This design comes from an exercise in tuning for small area on the open sky130 flow, not from production work.
The RTL was checked by simulation tests, not by an equivalence proof against the original design.
Power and IR drop assume default switching activity.

==> flow/design.v <==
`default_nettype none
module flagteller(
        input uart,
        input clk_12,
        input rst,
        output uart2
);
localparam [63:0] P1  = 64'h030410c084000aa3;
localparam [63:0] P2  = 64'h0000000000000283;
localparam [63:0] Y1P = 64'h07a5506c93a7b887;    
localparam [63:0] Y2P = 64'he62ad50cd5f292a6;    
localparam [63:0] R1S = 64'h23998629be97b578;    
localparam [63:0] R2S = 64'h61b607521904f69e;    
localparam [1023:0] MSG = 1024'hd86205bd025c8c2178e5e43a9cd2d023f81cb9869d37a6ca4b6d4bbe4fe6cfd9976c20bace36b7d91f508aa364ce298f3eaed134aa3e1cce0dcb08d0f2eaef8c2e08d19b7a630ff5a52681cab4643b982e08d19b7a630ff5a52681cab4643b982e08d19b7a630ff5a52681cab4643b982e08d19b7a630ff5a52681cab4643b98;
localparam RX_IDLE = 2'd0, RX_START = 2'd1, RX_DATA = 2'd2, RX_STOP = 2'd3;
reg [1:0] rxs;
reg [6:0] dc;
reg [2:0] bp;             
wire dc0 = (dc == 7'd0);
always @(posedge clk_12) begin
        if (rst) begin
                rxs <= RX_IDLE;
                bp <= 3'd0;
        end else begin
                case (rxs)
                RX_IDLE:  if (!uart) rxs <= RX_START;
                RX_START: if (dc0) begin rxs <= RX_DATA; bp <= 3'd0; end
                RX_DATA:  if (dc0) begin
                                if (bp == 3'd7) rxs <= RX_STOP;
                                else bp <= bp + 3'd1;
                          end
                RX_STOP:  if (dc0) rxs <= RX_IDLE;
                endcase
        end
end
wire dc_load = (rxs == RX_IDLE && !uart) || ((rxs == RX_START || rxs == RX_DATA) && dc0);
always @(posedge clk_12) begin
        if (rst) dc <= 7'd0;
        else if (dc_load) dc <= 7'd103;
        else if (!dc0) dc <= dc - 7'd1;
end
wire dc52 = (dc == 7'd52);
wire sample = (rxs == RX_DATA) && dc52;
wire strobe = (rxs == RX_STOP) && dc52;
localparam S_IDLE = 3'd0, S_MEAS = 3'd1, S_A = 3'd2, S_B = 3'd3, S_TX = 3'd4;
reg [2:0] st;
reg [3:0] cc;             
reg locked;
reg [63:0] R;
reg [6:0] na;             
reg [6:0] nb;             
reg match;
reg [6:0] bt;             
reg [3:0] ts;             
reg [5:0] bi;             
wire [5:0] j = {cc[2:0], bp};
wire first = (cc == 4'd0) && (bp == 3'd0);
wire hiph = cc[3];
wire last_lo = (cc == 4'd7) && (bp == 3'd7);
wire b = uart ^ (bp[0] && bp != 3'd7);    
wire rz = (R == 64'd0);
wire eq = (R == ((st == S_MEAS) ? R1S : R2S));
wire [63:0] pol = hiph ? P2 : P1;
wire [63:0] yp = hiph ? Y2P : Y1P;
wire [63:0] base = (sample && j == 6'd0) ? 64'd0 : R;
wire [63:0] hstep = {base[0], base[63:1] ^ (pol[63:1] & {63{base[0]}})} ^ (yp & {64{b}});
wire shift = (st == S_MEAS && !rz) || (st == S_B);
always @(posedge clk_12) begin
        if (sample) R <= hstep;
        else if (shift) R <= {1'b0, R[63:1]};
end
wire [6:0] jp = {1'b0, j} + 7'd3;
always @(posedge clk_12) begin
        if (sample) begin
                if (first) na <= b ? 7'd3 : 7'd2;
                else if (b && (!hiph || jp > na)) na <= jp;
        end else if (st == S_A) begin
                na <= na - 7'd1;
        end
end
always @(posedge clk_12) begin
        if (sample && last_lo) nb <= 7'd0;
        else if (st == S_MEAS && !rz) nb <= nb + 7'd1;
        else if (st == S_B && nb != 7'd0) nb <= nb - 7'd1;
end
always @(posedge clk_12) begin
        if (st == S_MEAS && nb == 7'd0) match <= eq;
        else if (st == S_IDLE && locked) match <= match & eq;
end
wire last_byte = match ? (bi == 6'd63) : (bi == 6'd15);
wire bt0 = (bt == 7'd0);
always @(posedge clk_12) begin
        if (rst) begin
                st <= S_IDLE;
                cc <= 4'd0;
                locked <= 1'b0;
                ts <= 4'd0;
        end else begin
                if (strobe && !locked) begin
                        cc <= cc + 4'd1;
                        if (cc == 4'd15) locked <= 1'b1;
                end else if (st == S_TX && ts == 4'd0 && bt == 7'd104 && last_byte) begin
                        locked <= 1'b0;
                end
                case (st)
                S_IDLE: begin
                        if (sample && last_lo) st <= S_MEAS;
                        else if (locked) st <= S_A;
                end
                S_MEAS: if (rz) st <= S_IDLE;
                S_A:    if (na == 7'd0) st <= S_B;
                S_B:    if (rz && nb == 7'd0) st <= S_TX;
                S_TX:   if (bt0) begin
                                case (ts)
                                4'd0: ts <= 4'd1;
                                4'd1: ts <= 4'd8;
                                4'd15: if (last_byte) begin
                                                st <= S_IDLE;
                                                ts <= 4'd0;
                                        end else ts <= 4'd2;
                                4'd2: ts <= 4'd0;
                                default: ts <= ts + 4'd1;
                                endcase
                        end
                default: st <= S_IDLE;
                endcase
        end
end
always @(posedge clk_12) begin
        if (st == S_B) begin
                bt <= 7'd108;
                bi <= 6'd0;
        end else if (bt0) begin
                bt <= (ts == 4'd15 || ts == 4'd2) ? 7'd105 : 7'd104;
                if (ts == 4'd2) bi <= bi + 6'd1;
        end else begin
                bt <= bt - 7'd1;
        end
end
wire msgbit = MSG[{match, bi, ts[2:0]}];
assign uart2 = (ts == 4'd1) ? 1'b0 : (ts[3] ? msgbit : 1'b1);
endmodule
Settings: LEC_CHECK=0, CAP_MARGIN=20, CORE_MARGIN=2, CORE_UTILIZATION=40, PLACE_DENSITY=0.6, SLEW_MARGIN=20; clock period 5.0 ns.
run.sh (not shown) runs the stock make flow with config.mk's settings and CLKGATE_MAP_FILE= SYNTH_SCRIPT=/design/flow/synth_recipe.tcl, a recipe that flattens the netlist after the stock synthesis.
The starting point went through all stages and came out clean.
Next try:
--- a/flow/design.v
+++ b/flow/design.v
@@ -45,29 +45,29 @@
 localparam S_IDLE = 3'd0, S_MEAS = 3'd1, S_A = 3'd2, S_B = 3'd3, S_TX = 3'd4;
 reg [2:0] st;
 reg [3:0] cc;             
 reg locked;
 reg [63:0] R;
 reg [6:0] na;             
-reg [6:0] nb;             
 reg match;
 reg [6:0] bt;             
 reg [3:0] ts;             
 reg [5:0] bi;             
 wire [5:0] j = {cc[2:0], bp};
 wire first = (cc == 4'd0) && (bp == 3'd0);
 wire hiph = cc[3];
 wire last_lo = (cc == 4'd7) && (bp == 3'd7);
 wire b = uart ^ (bp[0] && bp != 3'd7);    
 wire rz = (R == 64'd0);
+wire bt0 = (bt == 7'd0);
 wire eq = (R == ((st == S_MEAS) ? R1S : R2S));
 wire [63:0] pol = hiph ? P2 : P1;
 wire [63:0] yp = hiph ? Y2P : Y1P;
-wire [63:0] base = (sample && j == 6'd0) ? 64'd0 : R;
-wire [63:0] hstep = {base[0], base[63:1] ^ (pol[63:1] & {63{base[0]}})} ^ (yp & {64{b}});
-wire shift = (st == S_MEAS && !rz) || (st == S_B);
+wire [63:0] hstep = {R[0], R[63:1] ^ (pol[63:1] & {63{R[0]}})} ^ (yp & {64{b}});
+wire clr = (rxs == RX_START) && (cc[2:0] == 3'd0) && (st != S_A);
+wire shift = (st == S_MEAS) || (st == S_B) || clr;
 always @(posedge clk_12) begin
         if (sample) R <= hstep;
         else if (shift) R <= {1'b0, R[63:1]};
 end
 wire [6:0] jp = {1'b0, j} + 7'd3;
 always @(posedge clk_12) begin
@@ -76,22 +76,16 @@
                 else if (b && (!hiph || jp > na)) na <= jp;
         end else if (st == S_A) begin
                 na <= na - 7'd1;
         end
 end
 always @(posedge clk_12) begin
-        if (sample && last_lo) nb <= 7'd0;
-        else if (st == S_MEAS && !rz) nb <= nb + 7'd1;
-        else if (st == S_B && nb != 7'd0) nb <= nb - 7'd1;
-end
-always @(posedge clk_12) begin
-        if (st == S_MEAS && nb == 7'd0) match <= eq;
+        if (st == S_MEAS && bt0) match <= eq;
         else if (st == S_IDLE && locked) match <= match & eq;
 end
 wire last_byte = match ? (bi == 6'd63) : (bi == 6'd15);
-wire bt0 = (bt == 7'd0);
 always @(posedge clk_12) begin
         if (rst) begin
                 st <= S_IDLE;
                 cc <= 4'd0;
                 locked <= 1'b0;
                 ts <= 4'd0;
@@ -106,13 +100,13 @@
                 S_IDLE: begin
                         if (sample && last_lo) st <= S_MEAS;
                         else if (locked) st <= S_A;
                 end
                 S_MEAS: if (rz) st <= S_IDLE;
                 S_A:    if (na == 7'd0) st <= S_B;
-                S_B:    if (rz && nb == 7'd0) st <= S_TX;
+                S_B:    if (rz && bt0) st <= S_TX;
                 S_TX:   if (bt0) begin
                                 case (ts)
                                 4'd0: ts <= 4'd1;
                                 4'd1: ts <= 4'd8;
                                 4'd15: if (last_byte) begin
                                                 st <= S_IDLE;
@@ -124,19 +118,24 @@
                         end
                 default: st <= S_IDLE;
                 endcase
         end
 end
 always @(posedge clk_12) begin
-        if (st == S_B) begin
-                bt <= 7'd108;
-                bi <= 6'd0;
-        end else if (bt0) begin
-                bt <= (ts == 4'd15 || ts == 4'd2) ? 7'd105 : 7'd104;
-                if (ts == 4'd2) bi <= bi + 6'd1;
-        end else begin
-                bt <= bt - 7'd1;
+        if (sample && last_lo) begin
+                bt <= 7'd0;
+        end else if (st == S_MEAS) begin
+                if (!rz) bt <= bt + 7'd1;
+        end else if (st == S_B) begin
+                if (!bt0) bt <= bt - 7'd1;
+                else if (rz) begin bt <= 7'd108; bi <= 6'd0; end
+        end else if (st == S_TX) begin
+                if (!bt0) bt <= bt - 7'd1;
+                else begin
+                        bt <= (ts == 4'd15 || ts == 4'd2) ? 7'd105 : 7'd104;
+                        if (ts == 4'd2) bi <= bi + 6'd1;
+                end
         end
 end
 wire msgbit = MSG[{match, bi, ts[2:0]}];
 assign uart2 = (ts == 4'd1) ? 1'b0 : (ts[3] ? msgbit : 1'b1);
 endmodule
After rerunning:
- non-clock buffer count rose by 4
- maximum frequency goes up by about 3.7%
- die area fell by 8.7%
- final cell count decreases by 16%
- hold slack loses 17 ps
- core utilization goes down by 0.34 points
- setup slack improves by 170 ps
- sequential power grows by about 30%
- combinational power rises by 32%
- via count is lower by about 11%
- area after synthesis went down by 9.0%
- first-iteration DRC count came out higher by about 20%
- design area went down by about 11%
- total power is higher by 1.2%

-- static timing again, ports no longer ideal --
No port has a modelled driver above. Below, the same layouts with a new extraction and two added sets of constraints. Step 1: set_driving_cell puts a clkbuf_16 on clk_12 and a buf_2 on each other input, an assumption about the parent block. Step 2 moves the port delays by t, midway between the first and last clock arrival at a register: inputs arrive t later, outputs are due t later. That takes back most of the time a late clock gives input paths. a / b / c = ideal ports / drivers / drivers and shift; a / b = the first two.
| run | shift t [ns] | setup slack, ns | pins driven straight from the clock port |
|---|---|---|---|
| the first run | 0.461 | 0.208 / 0.165 / 0.626 | 1 |
| the second run | 0.394 | 0.377 / 0.335 / 0.729 | 1 |
After both steps setup and hold are still met in every run listed.
